Context: an optimization exercise on an open-source flow, tuned for small area. The choices shown serve that exercise and are no tape-out recipe.
Only simulation tests tie the RTL to the original design; equivalence was not proved.
Power figures rest on the tool's default switching activity, not on a simulated workload.

## design/flow/flow/run.sh

```bash
#!/bin/bash
# The standard layout, except: after the standard synthesis the combinational
# logic is re-mapped for area (OpenROAD restructure) and gates left sized up
# are put back to drive 1 (the resizer sizes up again where slew or load needs
# it); the port buffers use the smallest buffer cell.
set -e
here=$(pwd)
export BUFFER_PORTS_ARGS="-buffer_cell sky130_fd_sc_hd__buf_1"
bash standard.sh synth > standard_synth.log 2>&1
res=$(dirname $(ls orfs/results/*/*/*/1_synth.odb))
lib=$here/restructure_lib.lib
python3 flow/libfilter.py $FLOW_HOME/platforms/sky130hd/lib/sky130_fd_sc_hd__tt_025C_1v80.lib $lib > libfilter.log 2>&1
mkdir -p restructure_work
sed -e "s#@LIB@#$lib#g" -e "s#@ODB@#$here/$res/1_synth.odb#g" -e "s#@SDC@#$here/$res/1_synth.sdc#g" \
    -e "s#@WORK@#$here/restructure_work#g" flow/restructure.tcl > restructure_run.tcl
openroad -no_init -exit restructure_run.tcl > restructure.log 2>&1
sed -e "s#@ODB@#$here/$res/1_synth.odb#" flow/downsize.tcl > downsize_run.tcl
openroad -no_init -exit downsize_run.tcl > downsize.log 2>&1
bash standard.sh > standard.log 2>&1
```

## design/flow/flow/downsize.tcl

```tcl
# Swap every combinational cell of drive strength 2 or more for its drive-1
# version (same pins); flip-flops and clock buffers are left as they are.
read_db @ODB@
set db [ord::get_db]
set block [[$db getChip] getBlock]
set n 0
foreach inst [$block getInsts] {
  set name [[$inst getMaster] getName]
  if {[regexp {^(sky130_fd_sc_hd__[a-z0-9]+)_([0-9]+)$} $name -> base drive]} {
    if {$drive <= 1 || [string match "*df*" $base] || [string match "*clkbuf*" $base] || [string match "*dl*" $base]} { continue }
    set m [$db findMaster "${base}_1"]
    if {$m == "NULL" || $m == ""} { continue }
    $inst swapMaster $m
    incr n
  }
}
puts "downsized $n cells"
write_db @ODB@
```

## design/flow/flow/libfilter.py

```python
#!/usr/bin/env python3
# Copy a liberty file without the cells that the platform marks don't-use
# (sky130hd: the lpflow_* cells and the probe cells), so that restructure's
# ABC mapping can not pick them.
import re, sys
src, dst = sys.argv[1], sys.argv[2]
text = open(src).read()
out = []
pos = 0
for m in re.finditer(r'\n\s*cell\s*\(\s*"?([A-Za-z0-9_]+)"?\s*\)\s*\{', text):
    if m.start() < pos:
        continue
    name = m.group(1)
    # find the end of this cell group by brace matching
    depth = 0
    i = m.end() - 1
    while True:
        c = text[i]
        if c == '{':
            depth += 1
        elif c == '}':
            depth -= 1
            if depth == 0:
                break
        i += 1
    if re.search(r'lpflow_|probe_p_|probec_p_', name):
        out.append(text[pos:m.start()])
        pos = i + 1
out.append(text[pos:])
open(dst, 'w').write(''.join(out))
```

## design/flow/flow/restructure.tcl

```tcl
# Re-map the combinational logic of the synthesized netlist for area with
# OpenROAD's restructure (ABC); flip-flops and ports are not touched.
read_liberty @LIB@
read_db @ODB@
read_sdc @SDC@
restructure -liberty_file @LIB@ -target area \
  -tielo_port sky130_fd_sc_hd__conb_1/LO -tiehi_port sky130_fd_sc_hd__conb_1/HI \
  -work_dir @WORK@
write_db @ODB@
```

## design/flow/standard.sh

```bash
#!/bin/bash
# synth_recipe.tcl (not shown) runs the flow's synth.tcl, then flattens the netlist and writes it again
# the make line also repeats each setting of config.mk as NAME=value (left out here)
make -C /OpenROAD-flow-scripts/flow DESIGN_CONFIG=/design/flow/config.mk WORK_HOME=/design/flow/orfs CLKGATE_MAP_FILE= SYNTH_SCRIPT=/design/flow/synth_recipe.tcl "${@:-finish}"
```

## design/flow/config.mk

```make
export PLATFORM = sky130hd
export DESIGN_NAME = menu
export DESIGN_NICKNAME = menu
export VERILOG_FILES = /design/flow/design.v
export SDC_FILE = /design/flow/constraint.sdc
export NUM_CORES = 4
export LEC_CHECK = 0
export ABC_AREA = 1
export CAP_MARGIN = 20
export CORE_MARGIN = 2
export CORE_UTILIZATION = 40
export CTS_CLUSTER_DIAMETER = 80
export CTS_CLUSTER_SIZE = 30
export SLEW_MARGIN = 20
```

## design/flow/constraint.sdc

```tcl
create_clock -name core_clock -period 25.0 [get_ports {CLOCK_50}]
set_input_delay 5.0000 -clock core_clock [delete_from_list [all_inputs] [get_ports {CLOCK_50}]]
set_output_delay 5.0000 -clock core_clock [all_outputs]
set_load 0.01 [all_outputs]
```

## design/flow/design.v

```verilog
module jumpgame(CLOCK_50, reset, toggle, KEY, sel_prev,
                LEDR, LEDG, HEX0, HEX1, HEX2, HEX3, HEX4, HEX5, HEX6, HEX7,
                on, lost, dig0, dig1, dig4, dig5, hv_t, hv_o);
input CLOCK_50, reset, toggle, sel_prev;
input [3:0] KEY;
output reg [17:0] LEDR;
output reg [7:0] LEDG;
output reg [6:0] HEX0, HEX1, HEX2, HEX3, HEX4, HEX5, HEX6, HEX7;   
output reg lost;                           
output reg [3:0] dig0, dig1, dig4, dig5;
output [7:0] hv_t;    
output [3:0] hv_o;    
reg [6:0] clk_wall;
reg [3:0] wall_move;
reg winc;              
reg [11:0] clkrng;
reg visit, choose_wall;
reg [4:0] js;          
reg [6:0] clk_s, clk_l;
reg loss;
reg [3:0] wo, ho;
reg [2:0] wt, ht;
reg k0, k1, k2;
output reg on;         
reg [6:0] clk_wall_n;
reg [3:0] wall_move_n;
reg winc_n;
reg [2:0] lvl;         
reg [11:0] clkrng_n;
reg visit_n, choose_wall_n;
reg [4:0] js_n;
reg [6:0] clk_s_n, clk_l_n;
reg loss_n;
reg [3:0] wo_n, ho_n;
reg [2:0] wt_n, ht_n;
reg s_col, l_col;
reg wall_step, rng_wrap;
reg winz, hs_ge5, w_ge5;
reg [6:0] d_hex0, d_hex1, d_hex2, d_hex3, d_hex4, d_hex5, d_hex6, d_hex7;
reg [17:0] d_ledr;
reg [7:0] d_ledg;
always @* begin
	clk_wall_n = clk_wall; wall_move_n = wall_move; clkrng_n = clkrng; winc_n = 0;
	visit_n = visit; choose_wall_n = choose_wall;
	js_n = js; clk_s_n = clk_s; clk_l_n = clk_l;
	loss_n = loss;
	wt_n = wt; wo_n = wo;
	ht_n = ht; ho_n = ho;
	case(wt)
		0: lvl = (wo >= 5) ? 3'd1 : 3'd0;
		1: lvl = (wo >= 5) ? 3'd3 : 3'd2;
		2: lvl = (wo >= 5) ? 3'd5 : 3'd4;
		3: lvl = (wo != 0) ? 3'd6 : 3'd5;
		default: lvl = 6;
	endcase
	if (winc && ((wo == 5 && wt <= 2) || (wo == 0 && (wt == 1 || wt == 2)) || (wo == 1 && wt == 3))) lvl = lvl - 1;
	if (js >= 1 && js <= 8) begin
		s_col = !(js >= 2 && js <= 5);
		l_col = 1;
	end else if (js >= 9) begin
		s_col = !(js >= 10 && js <= 14);
		l_col = !(js >= 11 && js <= 13);
	end else begin
		s_col = 1;
		l_col = 1;
	end
	d_hex0 = 7'b1111111; d_hex1 = 7'b1111111; d_hex2 = 7'b1111111; d_hex3 = 7'b1111111;
	d_hex4 = 7'b1111111; d_hex5 = 7'b1111111; d_hex6 = 7'b1111111; d_hex7 = 7'b1111111;
	if (loss == 0) clk_wall_n = clk_wall_n + 1;
	case(lvl)
		1: wall_step = (clk_wall_n >= 78);
		2: wall_step = (clk_wall_n >= 75);
		3: wall_step = (clk_wall_n >= 70);
		4: wall_step = (clk_wall_n >= 65);
		5: wall_step = (clk_wall_n >= 60);
		6: wall_step = (clk_wall_n >= 55);
		default: wall_step = (clk_wall_n >= 80);
	endcase
	if (wall_step) begin
		wall_move_n = wall_move_n + 1;    
		clk_wall_n = 0;
	end
	case(lvl)
		1: rng_wrap = (clkrng > 1500);
		2: rng_wrap = (clkrng > 1750);
		3: rng_wrap = (clkrng > 2500);
		4: rng_wrap = (clkrng > 3000);
		5: rng_wrap = (clkrng > 3500);
		6: rng_wrap = (clkrng > 4000);
		default: rng_wrap = (clkrng != 0);
	endcase
	clkrng_n = rng_wrap ? 12'd0 : clkrng + 1;
	if (visit) choose_wall_n = (clkrng > 1000);
	case(wall_move_n)
		0: d_hex0[2] = 0;
		1: d_hex0[4] = 0;
		2: d_hex1[2] = 0;
		3: d_hex1[4] = 0;
		4: d_hex2[2] = 0;
		5: d_hex2[4] = 0;
		6: d_hex3[2] = 0;
		7: d_hex3[4] = 0;
		8: d_hex4[2] = 0;
		9: d_hex4[4] = 0;
		10: d_hex5[2] = 0;
		11: d_hex5[4] = 0;
		12: d_hex6[2] = 0;
		13: d_hex6[4] = 0;
		14: d_hex7[2] = 0;
		15: d_hex7[4] = 0;
	endcase
	if (choose_wall_n) case(wall_move_n)
		0: d_hex0[1] = 0;
		1: d_hex0[5] = 0;
		2: d_hex1[1] = 0;
		3: d_hex1[5] = 0;
		4: d_hex2[1] = 0;
		5: d_hex2[5] = 0;
		6: d_hex3[1] = 0;
		7: d_hex3[5] = 0;
		8: d_hex4[1] = 0;
		9: d_hex4[5] = 0;
		10: d_hex5[1] = 0;
		11: d_hex5[5] = 0;
		12: d_hex6[1] = 0;
		13: d_hex6[5] = 0;
		14: d_hex7[1] = 0;
		15: d_hex7[5] = 0;
	endcase
	if (wall_move_n == 0) visit_n = 0;
	if (wall_move_n == 15) begin
		if (visit == 0) begin
			if (s_col || (choose_wall_n && l_col)) begin
				loss_n = 1;
			end else begin
				winc_n = 1;
				if (wo == 9) begin
					wt_n = wt + 1; wo_n = 0;
				end else begin
					wo_n = wo + 1;
				end
			end
		end
		visit_n = 1;
	end
	if (!k1 && js_n == 0 && loss_n == 0) js_n = 1;
	if (!k2 && js_n == 0 && loss_n == 0) js_n = 9;
	if (js_n == 0) begin
		d_hex7[4] = 0;
	end else if (js_n <= 8) begin
		if (js_n <= 7) clk_s_n = clk_s_n + 1;
		if (clk_s_n > 100) begin
			js_n = js_n + 1;
			clk_s_n = 0;
		end
		if (js_n >= 2 && js_n <= 5) begin
			if (loss_n == 0) d_hex7[5] = 0;
		end else d_hex7[4] = 0;
		if (k1 && js_n == 8) js_n = 0;
	end else begin
		if (js_n <= 18) clk_l_n = clk_l_n + 1;
		if (clk_l_n > 100) begin
			js_n = js_n + 1;
			clk_l_n = 0;
		end
		if (js_n == 10 || js_n == 14) begin
			if (loss_n == 0) d_hex7[5] = 0;
		end else if (js_n >= 11 && js_n <= 13) begin
			if (loss_n == 0) d_hex7[0] = 0;
		end else d_hex7[4] = 0;
		if (k2 && js_n == 19) js_n = 0;
	end
	if (!k0) begin
		wall_move_n = 0;
		js_n = 0;
		loss_n = 0;
		wt_n = 0; wo_n = 0;
		visit_n = 0;
		choose_wall_n = 0;
		winc_n = 0;
	end
	d_ledr = 18'd0;
	if (wo_n > 0) d_ledr[17] = 1;
	if (wo_n > 1) d_ledr[16] = 1;
	if (wo_n > 2) d_ledr[15] = 1;
	if (wo_n > 3) d_ledr[14] = 1;
	if (wo_n > 4) d_ledr[13] = 1;
	if (wo_n > 5) d_ledr[12] = 1;
	if (wo_n > 6) d_ledr[11] = 1;
	if (wo_n > 7) d_ledr[10] = 1;
	if (wo_n > 8) d_ledr[9] = 1;
	d_ledg = 8'd0;
	case(wt_n)
		1: d_ledg = 8'b10000000;
		2: d_ledg = 8'b11000000;
		3: d_ledg = 8'b11100000;
		4: d_ledg = 8'b11110000;
		5: d_ledg = 8'b11111000;
		default: ;
	endcase
	winz = (wt_n == 0 && wo_n == 0);
	if ({wt_n, wo_n} >= {ht, ho} && !winz) begin
		ht_n = wt_n; ho_n = wo_n;
		if (wall_move_n[2]) begin
			d_ledg[0] = 0; d_ledg[1] = 1; d_ledg[2] = 0;
		end else begin
			d_ledg[0] = 1; d_ledg[1] = 0; d_ledg[2] = 1;
		end
	end
	w_ge5 = (wt_n >= 5);
	hs_ge5 = (ht_n >= 5);
	if (loss_n) begin
		d_ledg = 8'b11111111;
		d_hex3 = 7'b0001001;
		d_hex2 = 7'b0110111;
	end
	lost = loss_n;
	dig4 = wo_n;
	dig5 = w_ge5 ? 4'd5 : {1'b0, wt_n};
	dig0 = ho_n;
	dig1 = hs_ge5 ? 4'd5 : {1'b0, ht_n};
	LEDR = d_ledr; LEDG = d_ledg;
	HEX0 = d_hex0; HEX1 = d_hex1; HEX2 = d_hex2; HEX3 = d_hex3;
	HEX4 = d_hex4; HEX5 = d_hex5; HEX6 = d_hex6; HEX7 = d_hex7;
end
assign hv_t = {5'd0, sel_prev ? ht : ht_n};
assign hv_o = sel_prev ? ho : ho_n;
always @(posedge CLOCK_50) begin
	if (reset) begin
		clk_wall <= 0; wall_move <= 0; winc <= 0; clkrng <= 0;
		visit <= 0; choose_wall <= 0;
		js <= 0; clk_s <= 0; clk_l <= 0;
		loss <= 0;
		wt <= 0; wo <= 0;
		ht <= 0; ho <= 0;
		k0 <= 1; k1 <= 1; k2 <= 1;
		on <= 0;
	end else if (toggle) begin
		k0 <= KEY[0]; k1 <= KEY[1]; k2 <= KEY[2];
		on <= 1;
		if (on) begin
			clk_wall <= clk_wall_n; wall_move <= wall_move_n; winc <= winc_n; clkrng <= clkrng_n;
			visit <= visit_n; choose_wall <= choose_wall_n;
			js <= js_n; clk_s <= clk_s_n; clk_l <= clk_l_n;
			loss <= loss_n;
			wt <= wt_n; wo <= wo_n;
			ht <= ht_n; ho <= ho_n;
		end
	end
end
endmodule
module zapsgame(CLOCK_50, reset, toggle, KEY, SW, sel_prev,
                LEDR, LEDG, dig0, dig1, dig4, dig5, on, hs_view);
input CLOCK_50, reset, toggle, sel_prev;
input [3:0] KEY;
input [17:0] SW;
output reg [17:0] LEDR;
output reg [7:0] LEDG;
output reg [3:0] dig0, dig1, dig4, dig5;    
output reg on;                               
output [3:0] hs_view;                        
reg [6:0] Q;
reg incl;               
reg [4:0] T;
reg lit, nxt;           
reg [4:0] win;          
reg [3:0] winnum, hs;
reg [19:0] winnum2, hs2;
reg [5:0] R;
reg [4:0] S;
reg fast;               
reg [3:0] gcode;        
reg k0, k1, swb;
reg [6:0] Q_n;
reg incl_n;
reg [4:0] wprev;
reg [4:0] wmin;
reg [4:0] T_n;
reg lit_n, nxt_n;
reg [4:0] win_n;
reg [3:0] winnum_n, hs_n;
reg [19:0] winnum2_n, hs2_n;
reg [5:0] R_n;
reg [4:0] S_n;
reg fast_n;
reg [3:0] gcode_n;
reg [6:0] Q1;
reg [5:0] R1;
reg [4:0] Tload;
integer i;
always @* begin
	Q_n = Q; incl_n = 0; T_n = T; lit_n = lit; nxt_n = nxt; win_n = win;
	winnum_n = winnum; hs_n = hs; winnum2_n = winnum2; hs2_n = hs2;
	R_n = R; S_n = S; fast_n = fast; gcode_n = gcode;
	Q1 = Q + 1;
	wprev = win - incl;
	wmin = (wprev > 20) ? 5'd20 : wprev;
	if (Q1 + {wmin, 1'b0} >= 80 && T > 0) begin
		if (lit == 0) T_n = T - 1;
		Q_n = 0;
	end else begin
		Q_n = Q1;
	end
	if (winnum > 9) begin
		winnum_n = 0;
		winnum2_n = winnum2 + 1;
	end
	if (winnum2 > hs2) begin
		hs_n = winnum;
		hs2_n = winnum2;
	end else if (winnum2 == hs2) begin
		if (winnum > hs && win > 0) begin
			hs_n = winnum;
			hs2_n = winnum2;
		end
	end
	R1 = R + 1;
	if (R1 >= (fast ? 6'd25 : 6'd45)) begin
		S_n = (win > 7) ? S + 1 : 5'd0;
		R_n = 0;
	end else begin
		R_n = R1;
	end
	fast_n = (win > 20);
	if (win > 0 && win < 8) gcode_n = win[3:0];
	if (win > 7 && S >= 1 && S <= 16) gcode_n = S - 1;
	if (!k1) lit_n = 1;
	if (!k0 && k1) begin
		lit_n = 0;
		nxt_n = 0;
	end
	if (T < 1) T_n = 18;
	if (S > 17) S_n = 1;
	if (T < 18 && swb && lit) begin
		if (nxt == 0) begin
			if (win != 31) begin
				win_n = win + 1;
				incl_n = 1;
			end
			winnum_n = winnum + 1;
			nxt_n = 1;
		end
	end else if (lit) begin
		win_n = 0;
		winnum_n = 0;
		winnum2_n = 0;
		gcode_n = 0;
	end
	dig4 = winnum;
	dig5 = winnum2 > 9 ? 4'd9 : winnum2[3:0];
	dig0 = hs;
	dig1 = hs2 > 9 ? 4'd9 : hs2[3:0];
	LEDR = 0;
	for (i = 0; i < 18; i = i + 1)
		if (T == i) LEDR[i] = 1;
	for (i = 0; i < 8; i = i + 1)
		LEDG[7-i] = (gcode_n >= 1 && gcode_n <= 8 && i < gcode_n) || (gcode_n >= 9 && i + 8 >= gcode_n);
	Tload = on ? T_n : T;
end
assign hs_view = sel_prev ? hs : hs_n;
always @(posedge CLOCK_50) begin
	if (reset) begin
		Q <= 0; incl <= 0; T <= 18; lit <= 0; nxt <= 0; win <= 0;
		winnum <= 0; hs <= 0; winnum2 <= 0; hs2 <= 0;
		R <= 0; S <= 0; fast <= 0; gcode <= 0;
		k0 <= 1; k1 <= 1; swb <= 0;
		on <= 0;
	end else if (toggle) begin
		k0 <= KEY[0]; k1 <= KEY[1];
		swb <= (Tload < 18) ? SW[Tload] : 1'b0;
		on <= 1;
		if (on) begin
			Q <= Q_n; incl <= incl_n; T <= T_n; lit <= lit_n; nxt <= nxt_n; win <= win_n;
			winnum <= winnum_n; hs <= hs_n; winnum2 <= winnum2_n; hs2 <= hs2_n;
			R <= R_n; S <= S_n; fast <= fast_n; gcode <= gcode_n;
		end
	end
end
endmodule
module timegame(CLOCK_50, reset, toggle, KEY, sel_prev,
                LEDG, showval, showend, value, clks, clkms, d4, on, hv_t, hv_o);
input CLOCK_50, reset, toggle, sel_prev;
input [3:0] KEY;
output reg [7:0] LEDG;                        
output reg showval;                           
output reg showend;                           
output reg on;                                
output reg [7:0] hv_t;                        
output reg [3:0] hv_o;                        
parameter IDLE = 0, START = 1, TIMING = 2, END = 3;
reg [1:0] state;
reg game;
reg [3:0] rng;         
output reg [3:0] value;
reg [6:0] clk;         
output reg [3:0] clkms;
output reg [4:0] clks;        
reg [7:0] wt, ht;
reg [3:0] wo, ho;
reg hinc;              
output reg [3:0] d4;          
wire wsmall = (wt == 0);                      
wire hit = ((clks == value && clkms < 5) || (clks == value - 1 && clkms >= 5));
always @(posedge CLOCK_50) begin
	if (reset) begin
		state <= IDLE; game <= 0; rng <= 0; value <= 0;
		clk <= 0; clkms <= 0; clks <= 0;
		wt <= 0; wo <= 0; ht <= 0; ho <= 0;
		hinc <= 0; d4 <= 0; on <= 0;
	end else if (toggle) begin
		on <= 1;
		rng <= (rng > 11) ? 4'd0 : rng + 1;
		case(state)
			IDLE: begin
				game <= 0;
				d4 <= wsmall ? wo : 4'd0;
				if (!KEY[2]) begin
					clk <= 0;
					clkms <= 0;
					clks <= 0;
					value <= (rng >= 1 && rng <= 10) ? rng + 5 : 4'd5;
					state <= START;
				end
			end
			START: begin
				d4 <= wsmall ? wo : 4'd0;
				if (clk == 99) begin
					clk <= 0;
					if (clkms == 9) begin
						clkms <= 0;
						clks <= clks + 1;
					end else begin
						clkms <= clkms + 1;
					end
				end else begin
					clk <= clk + 1;
				end
				if (clks >= 4) begin
					state <= TIMING;
					clk <= 0;
					clks <= 0;
					clkms <= 0;
				end
			end
			TIMING: begin
				if (wsmall) d4 <= wo;
				clk <= clk + 1;
				if (clk >= 100 && clkms < 10) begin
					clkms <= clkms + 1;
					clk <= 0;
				end
				if (clkms > 9) begin
					clks <= clks + 1;
					clkms <= 0;
				end
				if (clks > 19) begin
					state <= END;
					clks <= 0;
					clkms <= 0;
				end
				if (!KEY[1]) begin
					state <= END;
					clks <= clks;
					clkms <= clkms;
				end
			end
			END: begin
				if (wsmall) d4 <= wo;
				if (game == 0) begin
					game <= 1;
					if (hit) begin
						if (wo == 9) begin
							wt <= wt + 1; wo <= 0;
						end else begin
							wo <= wo + 1;
						end
					end else begin
						wt <= 0; wo <= 0;
					end
				end
				if (!KEY[2]) state <= IDLE;
			end
		endcase
		hinc <= 0;
		if ({wt, wo} >= {ht, ho}) begin
			ht <= wt; ho <= wo;
			hinc <= ({wt, wo} != {ht, ho});
		end
	end
end
reg started;
always @* begin
	started = (clk != 0 || clkms != 0 || clks != 0);    
	showval = (state == TIMING) || (state == END) || (state == START && started) || (state == IDLE && game);
	showend = (state == END || state == IDLE) && game;
	LEDG = 0;
	if (state == START && started) begin
		if (clks == 0 || (clks == 1 && clkms == 0 && clk == 0)) LEDG = 8'b11111111;
		else if (clks == 1 || (clks == 2 && clkms == 0 && clk == 0)) LEDG = 8'b11111100;
		else if (clks == 2 || (clks == 3 && clkms == 0 && clk == 0)) LEDG = 8'b11110000;
		else LEDG = 8'b11000000;
	end
	hv_t = ht; hv_o = ho;
	if (sel_prev && hinc) begin
		if (ho != 0) hv_o = ho - 1;
		else begin
			hv_o = 9;
			hv_t = ht - 1;
		end
	end
end
endmodule
module menu(CLOCK_50, LEDG, LEDR, KEY, SW, HEX0, HEX1, HEX2, HEX3, HEX4, HEX5, HEX6, HEX7, reset);
input reset;
input [3:0] KEY;
input [17:0] SW;
input CLOCK_50;
output reg [6:0] HEX0, HEX1, HEX2, HEX3, HEX4, HEX5, HEX6, HEX7;
output reg [7:0] LEDG;
output reg [17:0] LEDR;
parameter JUMP = 0, ZAPS = 1, BEAT = 2, TIME = 3;  
reg [1:0] state;
reg [1:0] game;        
reg menuon;
reg forset, backset;
reg left;              
wire [17:0] ledrj, ledrz;
wire [7:0] ledgj, ledgz, ledgt;
wire [6:0] rawj0, rawj1, rawj2, rawj3, rawj4, rawj5, rawj6, rawj7;
wire lostj;
wire [3:0] dj0, dj1, dj4, dj5, dz0, dz1, dz4, dz5;
wire jon, zon, ton, tval, tend;
wire [3:0] tvalue, tms, td4;
wire [4:0] tsec;
wire [7:0] hvj_t, hvt_t;
wire [3:0] hvj_o, hvt_o, hvz;
localparam [15:0] SA = 16'h0012, SB = 16'h0060, SC = 16'h0004, SD = 16'h0092,
                  SE = 16'hfeba, SF = 16'h008e, SG = 16'h0083;
function [6:0] seg;
	input [3:0] d;
	seg = {SG[d], SF[d], SE[d], SD[d], SC[d], SB[d], SA[d]};
endfunction
localparam [31:0] M0 = 32'haaaaaaaa, M1 = 32'h0cc330cc, M2 = 32'h0f03c0f0, M3 = 32'h300c0300;
function [3:0] mod10;
	input [4:0] x;
	mod10 = {M3[x], M2[x], M1[x], M0[x]};
endfunction
reg [7:0] hs_t;
reg [3:0] hs_o;
always @* begin
	case(state)
		JUMP: begin hs_t = hvj_t; hs_o = hvj_o; end
		ZAPS: begin hs_t = (hvz == 10) ? 8'd1 : 8'd0; hs_o = (hvz == 10) ? 4'd0 : hvz; end
		TIME: begin hs_t = hvt_t; hs_o = hvt_o; end
		default: begin hs_t = 0; hs_o = 0; end
	endcase
end
reg [6:0] r0, r1, r2, r3, r4, r5, r6, r7;
reg g0, g1, g2, g3, g4, g5, g6, g7, keep5;
reg [3:0] b0, b1, b2, b3, b4, b5, b6, b7;
reg [17:0] nledr;
reg [7:0] nledg;
always @* begin
	{r0, r1, r2, r3, r4, r5, r6, r7} = 0;
	{g0, g1, g2, g3, g4, g5, g6, g7} = 0;
	{b0, b1, b2, b3, b4, b5, b6, b7} = 0;
	keep5 = 0;
	nledr = 0; nledg = 0;
	if (menuon) begin
		case(state)
			JUMP: begin
				nledg = 8'b00001000;
				r3 = 7'b1110001; r2 = 7'b1000001; r1 = 7'b1001000; r0 = 7'b0001100;
			end
			ZAPS: begin
				nledg = 8'b00000100;
				r3 = 7'b0100100; r2 = 7'b0001000; r1 = 7'b0001100; r0 = 7'b0010010;
			end
			BEAT: begin
				nledg = 8'b00000010;
				r3 = 7'b0000000; r2 = 7'b0000110; r1 = 7'b0001000; r0 = 7'b1111000;
			end
			TIME: begin
				nledg = 8'b00000001;
				r3 = 7'b1111000; r2 = 7'b1111001; r1 = 7'b1001000; r0 = 7'b0000110;
			end
		endcase
		r7 = 7'b0001001;
		r6 = 7'b0110111;
		g4 = 1; b4 = hs_o;
		if (hs_t < 5) begin g5 = 1; b5 = hs_t[3:0]; end
		else keep5 = 1;
	end else begin
		case(game)
			JUMP: if (jon) begin
				nledg = ledgj; nledr = ledrj;
				r0 = rawj0; r1 = rawj1; r2 = rawj2; r3 = rawj3;
				r4 = rawj4; r5 = rawj5; r6 = rawj6; r7 = rawj7;
				g0 = lostj; g1 = lostj; g4 = lostj; g5 = lostj;
				b0 = dj0; b1 = dj1; b4 = dj4; b5 = dj5;
			end
			ZAPS: if (zon) begin
				nledg = ledgz; nledr = ledrz;
				g0 = 1; g1 = 1; g4 = 1; g5 = 1;
				b0 = dz0; b1 = dz1; b4 = dz4; b5 = dz5;
				r2 = 7'b0110111; r3 = 7'b0001001;
				r6 = 7'b0111111; r7 = 7'b0111111;
			end
			TIME: if (ton) begin
				nledg = ledgt;
				{g0, g1, g2, g3, g4, g5, g6, g7} = 8'b11111111;
				if (tend) begin
					g1 = 0; r1 = 7'b1111011;
					b0 = (tms > 9) ? 4'd0 : tms;
					b2 = (tsec >= 20) ? tsec - 20 : (tsec >= 10) ? tsec - 10 : tsec;
					b3 = (tsec >= 10) ? 4'd1 : 4'd0;
				end
				b4 = td4;
				if (tval) begin
					b6 = (tvalue >= 10) ? tvalue - 10 : tvalue;
					b7 = (tvalue >= 10) ? 4'd1 : 4'd0;
				end
			end
			default: ;
		endcase
	end
end
always @(posedge CLOCK_50) begin
	if(reset) begin
		forset <= 0; backset <= 0;
		state <= 0; game <= 0;
		menuon <= 1; left <= 0;
		HEX0 <= 0; HEX1 <= 0; HEX2 <= 0; HEX3 <= 0;
		HEX4 <= 0; HEX5 <= 0; HEX6 <= 0; HEX7 <= 0;
		LEDR <= 0;
		LEDG <= 0;
	end else begin
		left <= ~menuon;
		if(~KEY[3] && ~KEY[2] && ~KEY[1] && ~menuon) begin
			forset <= 1;
			backset <= 1;
			menuon <= 1;
		end
		if(KEY[1]) forset <= 0;
		if(KEY[2]) backset <= 0;
		LEDR <= nledr;
		LEDG <= nledg;
		HEX0 <= g0 ? seg(b0) : r0;
		HEX1 <= g1 ? seg(b1) : r1;
		HEX2 <= g2 ? seg(b2) : r2;
		HEX3 <= g3 ? seg(b3) : r3;
		HEX4 <= g4 ? seg(b4) : r4;
		if (!keep5) HEX5 <= g5 ? seg(b5) : r5;
		HEX6 <= g6 ? seg(b6) : r6;
		HEX7 <= g7 ? seg(b7) : r7;
		if(menuon) begin
			if(~KEY[2] && forset == 0 && backset == 0) begin  
				state <= state - 1;
				backset <= 1;
			end
			if(~KEY[1] && forset == 0 && backset == 0) begin  
				state <= state + 1;
				forset <= 1;
			end
			if(~KEY[0]) begin  
				menuon <= 0;
				game <= state;
			end
		end
	end
end
jumpgame runjump(.CLOCK_50(CLOCK_50), .reset(reset), .toggle(~menuon && game == JUMP), .KEY(KEY),
	.sel_prev(left && game == JUMP),
	.LEDR(ledrj), .LEDG(ledgj), .HEX0(rawj0), .HEX1(rawj1), .HEX2(rawj2), .HEX3(rawj3),
	.HEX4(rawj4), .HEX5(rawj5), .HEX6(rawj6), .HEX7(rawj7),
	.on(jon), .lost(lostj), .dig0(dj0), .dig1(dj1), .dig4(dj4), .dig5(dj5), .hv_t(hvj_t), .hv_o(hvj_o));
zapsgame runzaps(.CLOCK_50(CLOCK_50), .reset(reset), .toggle(~menuon && game == ZAPS), .KEY(KEY), .SW(SW),
	.sel_prev(left && game == ZAPS),
	.LEDR(ledrz), .LEDG(ledgz), .dig0(dz0), .dig1(dz1), .dig4(dz4), .dig5(dz5),
	.on(zon), .hs_view(hvz));
timegame runtime(.CLOCK_50(CLOCK_50), .reset(reset), .toggle(~menuon && game == TIME), .KEY(KEY),
	.sel_prev(left && game == TIME),
	.LEDG(ledgt), .showval(tval), .showend(tend), .value(tvalue), .clks(tsec), .clkms(tms), .d4(td4),
	.on(ton), .hv_t(hvt_t), .hv_o(hvt_o));
endmodule
```

==> notes.md, run 1 <==
Req. time, crit path: 25440 ps
wire per inst: 18.2 µm
Die Width: 200 µm
Tmin final: 10020 ps
most common cell after layout, fill and taps aside: clkinv_1
f_max: 99.8 MHz
peak supply drop: 0.0424 mV
PwrDens: 56.8 mW/mm²
Max Slew Vio Count: 0
CP Launch Type: register
Fin. Hold Viols: 0
# H-tree levels: 1
total die area: 0.0402 mm²
CTS clk-pin slew, worst paths: 90 ps
Post-Syn Area: 0.0154 mm²
Core Footprint: 0.0378 mm²
Final ANT Viol Nets: 0
global-route wire length before repair: 79700 µm
clk sinks: 299
MaxCap Viol Count: 0
number of global-route vias before repair: 15000
relative slew slack: 32.9%
met3 WL: 3110 µm
Max clock buf depth: 3
slowest library cell on the worst path: o21ai_0
gr usage total: 24.0%
Crit path top cell by count: clkinv_1
Placed Cells: 2684
DR vias: 16000
Synth Instances: 2051
Starting Density: 40.8%
Worst-Margin Slew: 981 ps
Ys Warns: 4
CTS resizes: 0
CTS Root Cell: clkbuf_16
Inserted Clock Buffers: 20
I/O pins: 106
critical path class: reg -> reg
final net count: 2219
most frequent cells in the layout: 343 x clkinv_1, 323 x nor2_1, 299 x dfxtp_1
Final Core Density: 45.8%
max incr delay on CP: 620 ps
dpl ws: 15290 ps
uppermost layer routed: met4
DRC: 0
status: timing/DRC/antenna clean
Final WS setup: 14980 ps
antenna violations before repair: 0
final instance area: 0.0173 mm²
DP Area: 0.0166 mm²
Vias/cell: 5.89
hpwl dp: 37000 µm
Mean Syn Cell Area: 7.53 µm²
hold_buf cts: 0
Worst Skew: 20.9 ps
Port Buffer Count: 105
DRT met1 WL: 22800 µm
Filler cells: 3838
Mapped Nets: 2075
final worst-path cycle share: 40.1%
Final setup viols: 0
share of cells above drive strength 1: 2.49%
die extent in y: 200 µm
First DRT Iteration DRCs: 1450
final wirelength: 49400 µm
worst-path maximum fanout: 9
Layout area overhead: 12.4%
Setup TNS Final: 0 ps
Non-Filler Instances: 2720
drt pass-1 iters: 7
routability cong.: 0.976
Data arrival, critical path: 10460 ps
CTS tree: built
Routed met2 length: 22200 µm
RSZ-0062 raised after global routing: false
crit end category: register
clk latency of the worst-skew pair: 550 ps
largest net degree at the start of global routing: 66
Lkg Pwr: 5.68 nW
# rows: 71
Hold Crit Class: reg -> reg
setup repair bufs after CTS: 0
Overflow after GRT: 0
[final timing paths]
kind | startpoint | end | slack [ps] | cells past startpoint
max | runjump.wo[2] | HEX5[0] | 14980 | 37
max reg2reg | runjump.wo[2] | HEX5[0] | 14980 | 37
min reg2reg | runtime.wt[7] | runtime.wt[7] | 460 | 1
min | runtime.wt[7] | runtime.wt[7] | 460 | 1
[metal layers]
| metal | vias to the layer above | track usage (%) |
|---|---|---|
| met1 | 7523 | 32.9 |
| met4 | 0 | 7.01 |
| met2 | 517 | 39.5 |
| met5 | - | 0 |
| met3 | 77 | 3.00 |
| li1 | 7907 | - |
[where the power goes]
group	internal [mW]	switching (mW)
logic	0.0324	0.0732
clock network	0.186	0.197
registers	0.488	0.00875
total	0.707	0.279
[through the flow]
step	total power, mW	hold WS, ps
finish	0.986	458
global route	1.03	490
floorplan	0.572	429
CTS	0.994	460
detailed placement	0.611	447
global placement	0.611	446
[final cells by class]
type	instances	area [µm²]	share of cell area (%)
multi-input cells	1408	8170	47.1
diodes	1	2.50	0.0144
flip-flops and latches	299	5990	34.5
clock inverters	13	209	1.20
repair buffers	122	526	3.03
well taps	511	639	3.69
inverters	344	1290	7.44
clock buffers	22	529	3.05
[state kept, by name, indices dropped and copies added, names as in the netlist, 7 cells and up]
name and count:
runtime.wt 8, runjump.clkrng 12, runtime.clk 7, HEX7 7
HEX5 7, LEDG 8, runzaps.winnum2 20, HEX4 7
runtime.ht 8, runzaps.hs2 20, HEX3 7, HEX6 7
LEDR 18, runzaps.Q 7, runjump.clk_s 7, HEX1 7
HEX0 7, HEX2 7, runjump.clk_l 7, runjump.clk_wall 7
[worst max-delay path, delay by kind of cell, from the launching register on]
family / cells / cell delay [ps]
AOI/OAI and AO/OA: 17 / 4390
buffers and inverters: 5 / 1250
DFF: 1 / 370
and+or+nand+nor: 15 / 3900
==> run 2, diff against run 1 <==
--- a/design/flow/config.mk
+++ b/design/flow/config.mk
@@ -9,6 +9,6 @@
 export CAP_MARGIN = 20
 export CORE_MARGIN = 2
 export CORE_UTILIZATION = 40
-export CTS_CLUSTER_DIAMETER = 80
-export CTS_CLUSTER_SIZE = 30
+export CTS_CLUSTER_DIAMETER = 150
+export CTS_CLUSTER_SIZE = 22
 export SLEW_MARGIN = 20
==> notes.md, run 2 <==
status: timing/DRC/antenna clean
wire per inst: 18.3 µm (+0.52%)
Mapped Nets: 2075 (unchanged)
PwrDens: 52.1 mW/mm² (-8.2%)
f_max: 100 MHz (+0.38%)
CTS resizes: 0 (unchanged)
Mean Syn Cell Area: 7.53 µm² (unchanged)
crit end category: register
final instance area: 0.0170 mm² (-1.8%)
DR vias: 16000 (-0.27%)
Fin. Hold Viols: 0 (unchanged)
Ys Warns: 4 (unchanged)
slowest library cell on the worst path: o21ai_0
Filler cells: 3871 (+0.86%)
CTS tree: built
Worst Skew: 21.8 ps (+0.915 ps)
number of global-route vias before repair: 14900 (-0.43%)
final net count: 2216 (-0.14%)
Crit path top cell by count: clkinv_1
Starting Density: 40.8% (unchanged)
Core Footprint: 0.0378 mm² (unchanged)
die extent in y: 200 µm (unchanged)
Non-Filler Instances: 2702 (-0.66%)
Vias/cell: 5.91 (+0.40%)
drt pass-1 iters: 6 (-1)
Final ANT Viol Nets: 0 (unchanged)
Overflow after GRT: 0 (unchanged)
Final setup viols: 0 (unchanged)
MaxCap Viol Count: 0 (unchanged)
Final Core Density: 45.0% (-0.80 points)
largest net degree at the start of global routing: 66 (unchanged)
Die Width: 200 µm (unchanged)
relative slew slack: 34.9% (+2.0 points)
Post-Syn Area: 0.0154 mm² (unchanged)
Worst-Margin Slew: 973 ps (-7.85 ps)
Tmin final: 9980 ps (-38.4 ps)
Port Buffer Count: 105 (unchanged)
max incr delay on CP: 610 ps (about the same)
clk latency of the worst-skew pair: 530 ps (-20 ps)
Req. time, crit path: 25430 ps (about the same)
ant diodes: 0 (-1)
DRC: 0 (unchanged)
Max Slew Vio Count: 0 (unchanged)
Layout area overhead: 10.4%
Lkg Pwr: 5.54 nW (-2.5%)
share of cells above drive strength 1: 1.78% (-0.71 points)
hpwl dp: 37000 µm (unchanged)
total die area: 0.0402 mm² (unchanged)
worst-path maximum fanout: 9 (unchanged)
peak supply drop: 0.0330 mV (-22%)
CP Launch Type: register
First DRT Iteration DRCs: 1436 (-0.97%)
Data arrival, critical path: 10410 ps (-50 ps)
CTS Root Cell: clkbuf_16
RSZ-0062 raised after global routing: false
# rows: 71 (unchanged)
final worst-path cycle share: 39.9% (-0.15 points)
Inserted Clock Buffers: 17 (-15%)
Placed Cells: 2684 (unchanged)
I/O pins: 106 (unchanged)
final wirelength: 49300 µm (-0.14%)
hold_buf cts: 0 (unchanged)
Setup TNS Final: 0 ps (unchanged)
antenna violations before repair: 0 (unchanged)
# H-tree levels: 1 (unchanged)
Hold Crit Class: reg -> reg
Regs by FF count: runzaps.hs2: 20 flops, runzaps.winnum2: 20 flops, LEDR: 18 flops
routability cong.: 0.976 (unchanged)
global-route wire length before repair: 79800 µm (+0.14%)
DP Area: 0.0166 mm² (unchanged)
critical path class: reg -> reg
setup repair bufs after CTS: 0 (unchanged)
clk sinks: 299 (unchanged)
CTS clk-pin slew, worst paths: 100 ps (about the same)
Max clock buf depth: 3 (unchanged)
gr usage total: 24.0% (about the same)
most frequent cells in the layout: 343 x clkinv_1, 323 x nor2_1, 299 x dfxtp_1
reg2reg setup slack: 15020 ps (+40 ps)
most common cell after layout, fill and taps aside: clkinv_1
total power: 0.889 mW (-9.8%)
Synth Instances: 2051 (unchanged)
run 2: layout make-up:
type | count | area [µm²] | area share, %
Clock inverter | 1 | 11.3 | 0.0661
Sequential cell | 299 | 5990 | 35.1
Multi-Input combinational cell | 1408 | 8170 | 47.9
Timing Repair Buffer | 122 | 526 | 3.08
Clock buffer | 17 | 425 | 2.50
Tap cell | 511 | 639 | 3.75
Inverter | 344 | 1290 | 7.58
run 2: layer usage:
layer	part of all wire, %	track usage [%]	routed length, µm
met5	0	0	0
met1	46	33.1	22800
met2	45	39.6	22300
met4	2.6	6.75	1280
met3	5.9	2.60	2910
run 2: power breakdown:
part | total, mW | switching, mW | internal, mW
combinational | 0.105 | 0.0726 | 0.0324
clock | 0.287 | 0.163 | 0.123
sequential | 0.497 | 0.00881 | 0.488
run 2: worst paths after layout:
path	startpoint	to	cells after the start
worst min-delay path	runtime.wt[7]	runtime.wt[7]	1
worst max register to register	runjump.wo[2]	HEX5[0]	37
worst max-delay path	runjump.wo[2]	HEX5[0]	37
worst min register to register	runtime.wt[7]	runtime.wt[7]	1
run 2: metrics by stage:
stage                     worst slack, ps  hold WS (ps)
after floorplan                     16700           429
after detailed placement            15290           447
final                               15020           458
after global placement              15590           446
after global routing                13910           491
after CTS                           15210           461
run 2: worst max-delay path: cells and delay by family (launching register included):
| kind | cells | cell delay (ps) |
|---|---|---|
| AOI/OAI and AO/OA | 17 | 4360 |
| DFF | 1 | 370 |
| buffers and inverters | 5 | 1240 |
| and+or+nand+nor | 15 | 3920 |
==> run 3, diff against run 2 <==
--- a/design/flow/design.v
+++ b/design/flow/design.v
@@ -225,6 +225,10 @@
 end
 assign hv_t = {5'd0, sel_prev ? ht : ht_n};
 assign hv_o = sel_prev ? ho : ho_n;
+always @(posedge CLOCK_50)
+	if (toggle) begin
+		k0 <= KEY[0]; k1 <= KEY[1]; k2 <= KEY[2];
+	end
 always @(posedge CLOCK_50) begin
 	if (reset) begin
 		clk_wall <= 0; wall_move <= 0; winc <= 0; clkrng <= 0;
@@ -233,10 +237,8 @@
 		loss <= 0;
 		wt <= 0; wo <= 0;
 		ht <= 0; ho <= 0;
-		k0 <= 1; k1 <= 1; k2 <= 1;
 		on <= 0;
 	end else if (toggle) begin
-		k0 <= KEY[0]; k1 <= KEY[1]; k2 <= KEY[2];
 		on <= 1;
 		if (on) begin
 			clk_wall <= clk_wall_n; wall_move <= wall_move_n; winc <= winc_n; clkrng <= clkrng_n;
@@ -358,16 +360,18 @@
 	Tload = on ? T_n : T;
 end
 assign hs_view = sel_prev ? hs : hs_n;
+always @(posedge CLOCK_50)
+	if (toggle) begin
+		k0 <= KEY[0]; k1 <= KEY[1];
+		swb <= (Tload < 18) ? SW[Tload] : 1'b0;
+	end
 always @(posedge CLOCK_50) begin
 	if (reset) begin
 		Q <= 0; incl <= 0; T <= 18; lit <= 0; nxt <= 0; win <= 0;
 		winnum <= 0; hs <= 0; winnum2 <= 0; hs2 <= 0;
 		R <= 0; S <= 0; fast <= 0; gcode <= 0;
-		k0 <= 1; k1 <= 1; swb <= 0;
 		on <= 0;
 	end else if (toggle) begin
-		k0 <= KEY[0]; k1 <= KEY[1];
-		swb <= (Tload < 18) ? SW[Tload] : 1'b0;
 		on <= 1;
 		if (on) begin
 			Q <= Q_n; incl <= incl_n; T <= T_n; lit <= lit_n; nxt <= nxt_n; win <= win_n;
==> notes.md, run 3 <==
antenna violations before repair: 0 (unchanged)
final wirelength: 48200 µm (-2.3%)
Final ANT Viol Nets: 0 (unchanged)
cell depth of the worst setup path: 38 (+2.7%)
most frequent cells in the layout: 334 x nor2_1, 320 x clkinv_1, 293 x dfxtp_1
Core Footprint: 0.0377 mm² (-0.47%)
PwrDens: 51.8 mW/mm² (-0.67%)
gr usage total: 23.7% (-0.22 points)
Final setup viols: 0 (unchanged)
peak supply drop: 0.0411 mV (+24%)
Lkg Pwr: 5.48 nW (-1.0%)
share of cells above drive strength 1: 2.03% (+0.25 points)
worst-path maximum fanout: 10 (+1)
largest net degree at the start of global routing: 71 (+7.6%)
I/O pins: 106 (unchanged)
MaxCap Viol Count: 0 (unchanged)
final net count: 2187 (-1.3%)
area of the multi-input gates: 0.00804 mm² (-1.5%)
slowest library cell on the worst path: o22ai_1
Tmin final: 9570 ps (-411 ps)
f_max: 105 MHz (+4.3%)
Hold Crit Class: reg -> reg
Synth Instances: 2018 (-1.6%)
die extent in y: 199 µm (-0.48%)
reg2reg setup slack: 15430 ps (+410 ps)
R2R depth: 38 (+2.7%)
Vias/cell: 5.87 (-0.73%)
dpl ws: 15680 ps (+390 ps)
Layout area overhead: 10.8%
Starting Density: 40.6% (-0.21 points)
final instance area: 0.0169 mm² (-0.61%)
Worst-Margin Slew: 966 ps (-6.65 ps)
Die Width: 199 µm (-0.48%)
DR vias: 15700 (-1.7%)
Non-Filler Instances: 2677 (-0.93%)
RSZ-0062 raised after global routing: false
Filler cells: 3905 (+0.88%)
routability cong.: 0.940 (-3.7%)
Port Buffer Count: 105 (unchanged)
Post-Syn Area: 0.0153 mm² (-0.98%)
CTS clk-pin slew, worst paths: 100 ps (about the same)
ant diodes: 0 (unchanged)
Worst Skew: 19.5 ps (-2.30 ps)
total die area: 0.0398 mm² (-0.97%)
Regs by FF count: runzaps.hs2: 20 flops, runzaps.winnum2: 20 flops, LEDR: 18 flops
global-route wire length before repair: 75900 µm (-4.8%)
Inserted Clock Buffers: 17 (unchanged)
# H-tree levels: 1 (unchanged)
critical path class: reg -> reg
drt pass-1 iters: 6 (unchanged)
max incr delay on CP: 540 ps (-70 ps)
Max Slew Vio Count: 0 (unchanged)
crit path launch: runjump.clk_wall[0]
Crit path buffers/inverters: 8 (+3)
most common cell after layout, fill and taps aside: nor2_1
FF+latch area: 0.00605 mm² (+1.0%)
crit-path leading delay family: compound AO/OA/AOI/OAI gates
crit end category: register
clk latency of the worst-skew pair: 530 ps (about the same)
Mapped Nets: 2042 (-1.6%)
DRC: 0 (unchanged)
Reg-to-Reg End: HEX5[5]
DP Area: 0.0165 mm² (-0.72%)
hold_buf cts: 0 (unchanged)
status: timing/DRC/antenna clean
Overflow after GRT: 0 (unchanged)
hpwl dp: 35900 µm (-2.7%)
CTS tree: built
relative slew slack: 35.5% (+0.55 points)
CTS resizes: 0 (unchanged)
crit path to: HEX5[5]
number of global-route vias before repair: 14000 (-6.0%)
# rows: 71 (unchanged)
Fin. Hold Viols: 0 (unchanged)
CTS Root Cell: clkbuf_16
Placed Cells: 2655 (-1.1%)
CP Launch Type: register
Data arrival, critical path: 10020 ps (-390 ps)
Ys Warns: 4 (unchanged)
Max clock buf depth: 3 (unchanged)
wire per inst: 18.0 µm (-1.4%)
Req. time, crit path: 25450 ps (+20 ps)
setup repair bufs after CTS: 0 (unchanged)
Final WS setup: 15430 ps (+411 ps)
Mean Syn Cell Area: 7.57 µm² (+0.64%)
FF-to-FF Start: runjump.clk_wall[0]
First DRT Iteration DRCs: 1426 (-0.70%)
clk sinks: 299 (unchanged)
Setup TNS Final: 0 ps (unchanged)
final worst-path cycle share: 38.3% (-1.6 points)
-- run 3: per-layer routing --
layer  global-route usage [%]  wire (µm)  share of wire [%]  vias to the layer above
met5                        0          0                  0                        -
met4                     8.26       1770                3.7                        0
met3                     2.57       2770                5.8                       89
met2                     38.2      21400                 45                      503
met1                     33.0      22200                 46                     7356
li1                         -          -                  -                     7769
-- run 3: per-stage QoR --
step	power, mW	utilization (%)	hold slack, ps
4_1_cts	0.886	45.0	466
3_5_place_dp	0.598	43.8	454
3_3_place_gp	0.597	43.8	445
5_1_grt	0.912	45.0	487
2_1_floorplan	0.561	-	429
6_report	0.878	45.0	459
-- run 3: cell type report --
type / count / share of cell area, %
Clock buffer: 21 / 2.60
Multi-Input combinational cell: 1398 / 47.5
Tap cell: 511 / 3.77
Clock inverter: 1 / 0.0665
Sequential cell: 299 / 35.7
Timing Repair Buffer: 126 / 3.28
Inverter: 321 / 7.11
-- run 3: power breakdown --
part	leakage (nW)	internal [mW]	total, mW	switching (mW)
registers	2.43	0.489	0.497	0.00837
logic	2.84	0.0277	0.0913	0.0636
clock network	0.220	0.126	0.289	0.163
total	5.48	0.642	0.878	0.235
-- run 3: worst reg2reg max path, delay by kind of cell (launching register included) --
| kind | cells | cell delay (ps) |
|---|---|---|
| buf+inv | 8 | 1640 |
| flops | 1 | 340 |
| simple gates | 15 | 3460 |
| compound gates | 15 | 4050 |
-- run 3: how the worst min path moves through the flow --
stage / from / endpoint / slack, ps / cells after the start
after floorplan: runzaps.Q[0] / runzaps.Q[0] / 430 / 1
after global placement: runtime.wt[7] / runtime.wt[7] / 440 / 1
after detailed placement: runzaps.Q[0] / runzaps.Q[0] / 450 / 1
after CTS: runzaps.Q[0] / runzaps.Q[0] / 470 / 1
after global routing: runtime.wt[7] / runtime.wt[7] / 490 / 1
final: runzaps.Q[0] / runzaps.Q[0] / 460 / 1
==> run 4, diff against run 3 <==
--- a/design/flow/config.mk
+++ b/design/flow/config.mk
@@ -6,9 +6,9 @@
 export NUM_CORES = 4
 export LEC_CHECK = 0
 export ABC_AREA = 1
-export CAP_MARGIN = 20
+export CAP_MARGIN = 5
 export CORE_MARGIN = 2
 export CORE_UTILIZATION = 40
 export CTS_CLUSTER_DIAMETER = 150
 export CTS_CLUSTER_SIZE = 22
-export SLEW_MARGIN = 20
+export SLEW_MARGIN = 5
==> notes.md, run 4 <==
status: timing/DRC/antenna clean
die extent in y: 199 µm (unchanged)
Post-Syn Area: 0.0153 mm² (unchanged)
CTS resizes: 0 (unchanged)
# H-tree levels: 1 (unchanged)
dpl ws: 15680 ps (unchanged)
Lkg Pwr: 5.48 nW (unchanged)
Final setup viols: 0 (unchanged)
PwrDens: 51.8 mW/mm² (unchanged)
Core Footprint: 0.0377 mm² (unchanged)
I/O pins: 106 (unchanged)
Data arrival, critical path: 10020 ps (about the same)
Inserted Clock Buffers: 17 (unchanged)
critical path class: reg -> reg
slowest library cell on the worst path: o22ai_1
CTS clk-pin slew, worst paths: 100 ps (about the same)
Mapped Nets: 2042 (unchanged)
max incr delay on CP: 540 ps (about the same)
gr usage total: 23.7% (unchanged)
final wirelength: 48200 µm (unchanged)
largest net degree at the start of global routing: 71 (unchanged)
Worst-Margin Slew: 966 ps (unchanged)
Non-Filler Instances: 2677 (unchanged)
Tmin final: 9570 ps (unchanged)
Setup TNS Final: 0 ps (unchanged)
CP Launch Type: register
First DRT Iteration DRCs: 1426 (unchanged)
relative slew slack: 35.5% (unchanged)
clk sinks: 299 (unchanged)
most common cell after layout, fill and taps aside: nor2_1
CTS Root Cell: clkbuf_16
Crit path buffers/inverters: 8 (unchanged)
Worst Skew: 19.5 ps (unchanged)
final instance area: 0.0169 mm² (unchanged)
most frequent cells in the layout: 334 x nor2_1, 320 x clkinv_1, 293 x dfxtp_1
number of global-route vias before repair: 14000 (unchanged)
routability cong.: 0.940 (unchanged)
Port Buffer Count: 105 (unchanged)
DR vias: 15700 (unchanged)
drt pass-1 iters: 6 (unchanged)
Fin. Hold Viols: 0 (unchanged)
hpwl dp: 35900 µm (unchanged)
clk latency of the worst-skew pair: 530 ps (about the same)
wire per inst: 18.0 µm (unchanged)
Placed Cells: 2655 (unchanged)
Req. time, crit path: 25450 ps (about the same)
Vias/cell: 5.87 (unchanged)
RSZ-0062 raised after global routing: false
Max clock buf depth: 3 (unchanged)
Max Slew Vio Count: 0 (unchanged)
final net count: 2187 (unchanged)
Final ANT Viol Nets: 0 (unchanged)
CTS tree: built
Final WS setup: 15430 ps (unchanged)
antenna violations before repair: 0 (unchanged)
Filler cells: 3905 (unchanged)
Final Core Density: 45.0% (unchanged)
FF+latch area: 0.00605 mm² (unchanged)
Synth Instances: 2018 (unchanged)
Regs by FF count: runzaps.hs2: 20 flops, runzaps.winnum2: 20 flops, LEDR: 18 flops
setup repair bufs after CTS: 0 (unchanged)
total power: 0.878 mW (unchanged)
Ys Warns: 4 (unchanged)
# rows: 71 (unchanged)
total die area: 0.0398 mm² (unchanged)
Overflow after GRT: 0 (unchanged)
Hold WS: 459 ps (unchanged)
peak supply drop: 0.0411 mV (unchanged)
Hold Crit Class: reg -> reg
final worst-path cycle share: 38.3% (unchanged)
MaxCap Viol Count: 0 (unchanged)
crit-path leading delay family: compound AO/OA/AOI/OAI gates
Mean Syn Cell Area: 7.57 µm² (unchanged)
DP Area: 0.0165 mm² (unchanged)
share of cells above drive strength 1: 2.03% (unchanged)
crit end category: register
Layout area overhead: 10.8% (unchanged)
hold_buf cts: 0 (unchanged)
ant diodes: 0 (unchanged)
worst-path maximum fanout: 10 (unchanged)
DRC: 0 (unchanged)
area of the multi-input gates: 0.00804 mm² (unchanged)
Die Width: 199 µm (unchanged)
global-route wire length before repair: 75900 µm (unchanged)
f_max: 105 MHz (unchanged)
Starting Density: 40.6% (unchanged)
## run 4: power by group
part           total (mW)  switching (mW)  internal (mW)  leakage (nW)
clock network       0.289           0.163          0.126         0.220
registers           0.497         0.00837          0.489          2.43
logic              0.0913          0.0636         0.0277          2.84
total               0.878           0.235          0.642          5.48
## run 4: worst register-to-register path, delay by kind of cell (launching register included)
kind | cells | cell delay, ps
flops | 1 | 340
compound gates | 15 | 4050
buf+inv | 8 | 1640
simple gates | 15 | 3460
## run 4: worst paths after layout
check,start,end,slack (ps),depth (start not counted)
max,runjump.clk_wall[0],HEX5[5],15430,38
min,runzaps.Q[0],runzaps.Q[0],460,1
max reg2reg,runjump.clk_wall[0],HEX5[5],15430,38
min reg2reg,runzaps.Q[0],runzaps.Q[0],460,1
## run 4: final cells by class
class | instances | share of cell area [%]
flip-flops and latches | 299 | 35.7
repair buffers | 126 | 3.28
multi-input cells | 1398 | 47.5
clock buffers | 21 | 2.60
inverters | 321 | 7.11
well taps | 511 | 3.77
clock inverters | 1 | 0.0665
## run 4: metal layers
layer	wire length, µm	GRT usage (%)	vias to the layer above
met4	1770	8.26	0
met5	0	0	-
li1	-	-	7769
met1	22200	33.0	7356
met3	2770	2.57	89
met2	21400	38.2	503
==> run 5, diff against run 4 <==
--- a/design/flow/config.mk
+++ b/design/flow/config.mk
@@ -6,9 +6,10 @@
 export NUM_CORES = 4
 export LEC_CHECK = 0
 export ABC_AREA = 1
-export CAP_MARGIN = 5
+export CAP_MARGIN = 20
 export CORE_MARGIN = 2
 export CORE_UTILIZATION = 40
 export CTS_CLUSTER_DIAMETER = 150
 export CTS_CLUSTER_SIZE = 22
-export SLEW_MARGIN = 5
+export GPL_TIMING_DRIVEN = 0
+export SLEW_MARGIN = 20
==> notes.md, run 5 <==
Die Width: 199 µm (unchanged)
clk sinks: 299 (unchanged)
number of global-route vias before repair: 14100 (+0.56%)
final wirelength: 46500 µm (-3.5%)
FF+latch area: 0.00605 mm² (about the same)
setup repair bufs after CTS: 0 (unchanged)
slowest library cell on the worst path: a211oi_1
Placed Cells: 2641 (-0.53%)
min-delay src: runzaps.Q[0]
Crit path buffers/inverters: 7 (-1)
CP Launch Type: register
RSZ-0062 raised after global routing: false
Filler cells: 3906 (+0.026%)
CTS tree: built
R2R depth: 37 (-2.6%)
Req. time, crit path: 25440 ps (about the same)
cell depth of the worst setup path: 37 (-2.6%)
Mapped Nets: 2042 (unchanged)
total die area: 0.0398 mm² (unchanged)
crit-path leading delay family: compound AO/OA/AOI/OAI gates
die extent in y: 199 µm (unchanged)
Hold Crit Class: reg -> reg
wire per inst: 17.5 µm (-2.9%)
max incr delay on CP: 830 ps (+290 ps)
Layout area overhead: 10.7%
most frequent cells in the layout: 334 x nor2_1, 320 x clkinv_1, 292 x dfxtp_1
largest net degree at the start of global routing: 93 (+31%)
DRC: 0 (unchanged)
CTS resizes: 0 (unchanged)
Hold WS: 466 ps (+7.23 ps)
# H-tree levels: 1 (unchanged)
relative slew slack: 25.1% (-10 points)
Worst-Margin Slew: 1120 ps (+152 ps)
ant diodes: 0 (unchanged)
gr usage total: 23.0% (-0.75 points)
crit end category: register
Lkg Pwr: 5.44 nW (-0.89%)
critical path class: reg -> reg
Ys Warns: 4 (unchanged)
Tmin final: 10580 ps (+1010 ps)
Final Core Density: 44.9% (-0.060 points)
drt pass-1 iters: 7 (+1)
Max clock buf depth: 3 (unchanged)
clk latency of the worst-skew pair: 510 ps (-20 ps)
antenna violations before repair: 0 (unchanged)
final worst-path cycle share: 42.3% (+4.0 points)
Mean Syn Cell Area: 7.57 µm² (unchanged)
Vias/cell: 5.85 (-0.40%)
I/O pins: 106 (unchanged)
Overflow after GRT: 0 (unchanged)
DR vias: 15600 (-0.95%)
hold_buf cts: 0 (unchanged)
Worst Skew: 23.0 ps (+3.47 ps)
hpwl dp: 35200 µm (-2.2%)
CTS Root Cell: clkbuf_16
Non-Filler Instances: 2662 (-0.56%)
Final ANT Viol Nets: 0 (unchanged)
Worst Hold End: runzaps.Q[0]
Core Footprint: 0.0377 mm² (unchanged)
final instance area: 0.0169 mm² (-0.13%)
final net count: 2174 (-0.59%)
area of the multi-input gates: 0.00806 mm² (+0.25%)
global-route wire length before repair: 74000 µm (-2.5%)
Starting Density: 40.6% (unchanged)
status: timing/DRC/antenna clean
CTS clk-pin slew, worst paths: 90 ps (about the same)
routability cong.: 0.917 (-2.4%)
f_max: 94.5 MHz (-9.6%)
Final WS setup: 14420 ps (-1010 ps)
Final setup viols: 0 (unchanged)
First DRT Iteration DRCs: 1345 (-5.7%)
FF-to-FF Start: runjump.clk_wall[0]
Reg-to-Reg End: HEX5[2]
Post-Syn Area: 0.0153 mm² (unchanged)
dpl ws: 14740 ps (-936 ps)
most common cell after layout, fill and taps aside: nor2_1
Hold Crit Depth: 1 (unchanged)
total power: 0.873 mW (-0.54%)
Max Slew Vio Count: 0 (unchanged)
peak supply drop: 0.0466 mV (+13%)
Fin. Hold Viols: 0 (unchanged)
Setup TNS Final: 0 ps (unchanged)
DP Area: 0.0165 mm² (-0.19%)
Regs by FF count: runzaps.hs2: 20 flops, runzaps.winnum2: 20 flops, LEDR: 18 flops
MaxCap Viol Count: 0 (unchanged)
Data arrival, critical path: 11020 ps (+1000 ps)
Inserted Clock Buffers: 17 (unchanged)
# rows: 71 (unchanged)
worst-path maximum fanout: 10 (unchanged)
share of cells above drive strength 1: 1.58% (-0.45 points)
Port Buffer Count: 105 (unchanged)
Synth Instances: 2018 (unchanged)
PwrDens: 51.6 mW/mm² (-0.41%)
reg2reg setup slack: 14420 ps (-1010 ps)
[run 5: how the worst max path moves through the flow]
stage,startpoint,to
2_1_floorplan,game[0],runzaps.winnum2[19]
3_3_place_gp,reset,runjump.clkrng[0]
3_5_place_dp,runjump.clk_wall[0],HEX5[2]
4_1_cts,runjump.clk_wall[0],HEX5[2]
5_1_grt,runjump.clk_wall[0],HEX5[2]
6_report,runjump.clk_wall[0],HEX5[2]
[run 5: power by group]
group	internal, mW	switching, mW	total (mW)
sequential	0.489	0.00849	0.497
clock	0.125	0.159	0.284
combinational	0.0279	0.0635	0.0914
total	0.641	0.231	0.873
[run 5: layout make-up]
type	instances	share of cell area, %
multi-input combinational	1398	47.7
inverter	321	7.15
timing repair buffer	113	3.04
tap	511	3.78
clock inverter	1	0.0666
clock buffer	19	2.56
sequential	299	35.7
[run 5: routing by layer]
metal	part of all wire (%)	vias up	track usage (%)
met2	45	464	37.0
met5	0	-	0
met4	3.4	0	7.71
met1	46	7278	31.8
li1	-	7746	-
met3	6.1	79	3.00
==> run 6, diff against run 5 <==
--- a/design/flow/config.mk
+++ b/design/flow/config.mk
@@ -8,7 +8,7 @@
 export ABC_AREA = 1
 export CAP_MARGIN = 20
 export CORE_MARGIN = 2
-export CORE_UTILIZATION = 40
+export CORE_UTILIZATION = 60
 export CTS_CLUSTER_DIAMETER = 150
 export CTS_CLUSTER_SIZE = 22
 export GPL_TIMING_DRIVEN = 0
==> notes.md, run 6 <==
Gate power share: 10.2% (-0.3 points)
Data arrival, critical path: 10820 ps (-200 ps)
global-route wire length before repair: 69800 µm (-5.7%)
RSZ-0062 raised after global routing: false
Setup TNS Final: 0 ps (unchanged)
dpl ws: 15100 ps (+361 ps)
routability cong.: 1.00 (+9.5%)
Tmin final: 10380 ps (-200 ps)
Fin. Hold Viols: 0 (unchanged)
Mapped Nets: 2042 (unchanged)
Hold Crit Class: reg -> reg
crit end category: register
FF+latch area: 0.00605 mm² (unchanged)
slowest library cell on the worst path: a211oi_1
gr usage total: 31.7% (+8.8 points)
hold_buf cts: 0 (unchanged)
area of the multi-input gates: 0.00807 mm² (about the same)
clk sinks: 299 (unchanged)
final worst-path cycle share: 41.5% (-0.80 points)
number of global-route vias before repair: 14000 (-0.70%)
Final ANT Viol Nets: 0 (unchanged)
Regs by FF count: runzaps.hs2: 20 flops, runzaps.winnum2: 20 flops, LEDR: 18 flops
DP Area: 0.0162 mm² (-1.5%)
f_max: 96.4 MHz (+1.9%)
Filler cells: 2245 (-43%)
CTS tree: built
Die Width: 164 µm (-18%)
Ys Warns: 4 (unchanged)
CTS Root Cell: clkbuf_16
most common cell after layout, fill and taps aside: nor2_1
Overflow after GRT: 0 (unchanged)
Max Slew Vio Count: 0 (unchanged)
min-delay src: runzaps.gcode[0]
Lkg Pwr: 5.44 nW (about the same)
worst-path maximum fanout: 10 (unchanged)
drt pass-1 iters: 6 (-1)
Final setup viols: 0 (unchanged)
# H-tree levels: 1 (unchanged)
status: timing/DRC/antenna clean
CP Launch Type: register
total die area: 0.0268 mm² (-33%)
crit path launch: runjump.clk_wall[0]
CTS clk-pin slew, worst paths: 90 ps (about the same)
First DRT Iteration DRCs: 1524 (+13%)
PwrDens: 52.1 mW/mm² (+0.96%)
max incr delay on CP: 790 ps (-40 ps)
Req. time, crit path: 25440 ps (about the same)
I/O pins: 106 (unchanged)
Worst-Margin Slew: 1100 ps (-18.0 ps)
CTS resizes: 0 (unchanged)
# rows: 58 (-18%)
clk latency of the worst-skew pair: 510 ps (about the same)
critical path class: reg -> reg
setup repair bufs after CTS: 0 (unchanged)
FF-to-FF Start: runjump.clk_wall[0]
Clk pwr share: 32.6% (about the same)
final instance area: 0.0167 mm² (-1.3%)
Post-Syn Area: 0.0153 mm² (unchanged)
final wirelength: 44400 µm (-4.6%)
ant diodes: 0 (unchanged)
Sequential Power Share: 57.2% (+0.2 points)
Port Buffer Count: 105 (unchanged)
wire per inst: 17.9 µm (+2.2%)
Max clock buf depth: 3 (unchanged)
DR vias: 15900 (+2.0%)
NetSw: 0.227 mW (-1.8%)
peak supply drop: 0.0584 mV (+25%)
Hold WS: 470 ps (+3.82 ps)
antenna violations before repair: 0 (unchanged)
Vias/cell: 6.39 (+9.3%)
hpwl dp: 32800 µm (-6.7%)
Int Pwr: 0.643 mW (+0.23%)
Core Footprint: 0.0251 mm² (-33%)
Synth Instances: 2018 (unchanged)
Final WS setup: 14620 ps (+200 ps)
die extent in y: 164 µm (-18%)
Worst Skew: 16.9 ps (-6.12 ps)
most frequent cells in the layout: 334 x nor2_1, 320 x clkinv_1, 292 x dfxtp_1
Inserted Clock Buffers: 17 (unchanged)
switch share: 26.1% (-0.40 points)
DRC: 0 (unchanged)
Starting Density: 60.9% (+20 points)
Mean Syn Cell Area: 7.57 µm² (unchanged)
MaxCap Viol Count: 0 (unchanged)
final net count: 2174 (unchanged)
Layout area overhead: 9.29%
relative slew slack: 26.4% (+1.2 points)
share of cells above drive strength 1: 1.62% (+0.044 points)
largest net degree at the start of global routing: 93 (unchanged)
[run 6: through the flow]
stage | total power, mW | utilization, % | instances
finish | 0.870 | 66.5 | 2484
global placement | 0.593 | 64.1 | 2453
floorplan | 0.561 | - | 2018
CTS | 0.874 | 66.4 | 2483
detailed placement | 0.595 | 64.6 | 2460
global route | 0.900 | 66.5 | 2484
[run 6: power groups by stage]
| stage | Sequential [mW] | Combinational, mW | Clock (mW) |
|---|---|---|---|
| 2_1_floorplan | 0.509 | 0.0513 | 0 |
| 3_3_place_gp | 0.508 | 0.0846 | 0 |
| 3_5_place_dp | 0.508 | 0.0863 | 0 |
| 4_1_cts | 0.497 | 0.0868 | 0.290 |
| 5_1_grt | 0.499 | 0.0959 | 0.305 |
| 6_report | 0.497 | 0.0891 | 0.283 |
[run 6: worst paths after layout]
| check | to | slack (ps) | cells past startpoint |
|---|---|---|---|
| hold / removal | runzaps.gcode[0] | 470 | 2 |
| hold reg to reg | runzaps.gcode[0] | 470 | 2 |
| setup reg to reg | HEX5[2] | 14620 | 37 |
| setup / recovery | HEX5[2] | 14620 | 37 |
[run 6: cell type report]
type | instances | area share (%)
multi-input combinational | 1398 | 48.3
sequential | 299 | 36.2
inverter | 321 | 7.24
timing repair buffer | 113 | 3.06
clock buffer | 22 | 2.66
tap | 330 | 2.47
clock inverter | 1 | 0.0674
[run 6: metal layers]
layer	track usage, %	routed length [µm]	vias up
li1	-	-	7751
met1	42.7	19400	7390
met2	52.3	20200	643
met3	4.24	3310	90
met4	11.2	1500	0
met5	0	0	-
[run 6: worst max-delay path, delay by kind of cell (launching register included)]
kind            cells  cell delay (ps)
simple gates       16             3680
compound gates     14             4500
buf+inv             7             1780
flops               1              350

port drivers added, routing unchanged:
The flow's constraints put no driver on any port. The routed layouts listed below were extracted and timed again, unchanged, in two steps. Step 1 assumes that a clkbuf_16 drives the clock port and a buf_2 every other input. Step 2, shift: input delay + t, output delay - t, t = (earliest + latest rising clock arrival at the registers) / 2. This alone moves slack from input paths to output paths. Slacks: ideal / step 1 / step 2; pairs: ideal / step 1.
run	shift t [ns]	slack for setup (ns)	worst setup path after step 2	latest minus earliest clock arrival (ns)	worst register clock-pin slew, ns
run 1	0.592	14.983 / 14.983 / 14.983	register to register	0.023 / 0.022	0.10 / 0.10
run 2	0.569	15.022 / 15.022 / 15.022	register to register	0.022 / 0.022	0.10 / 0.10
run 3	0.572	15.433 / 15.433 / 15.433	register to register	0.020 / 0.020	0.10 / 0.10
run 4	0.572	15.433 / 15.433 / 15.433	register to register	0.020 / 0.020	0.10 / 0.10
run 5	0.558	14.421 / 14.421 / 14.421	register to register	0.024 / 0.024	0.10 / 0.10
run 6	0.558	14.622 / 14.622 / 14.622	register to register	0.017 / 0.017	0.09 / 0.09
After both steps setup and hold are still met in every run listed.
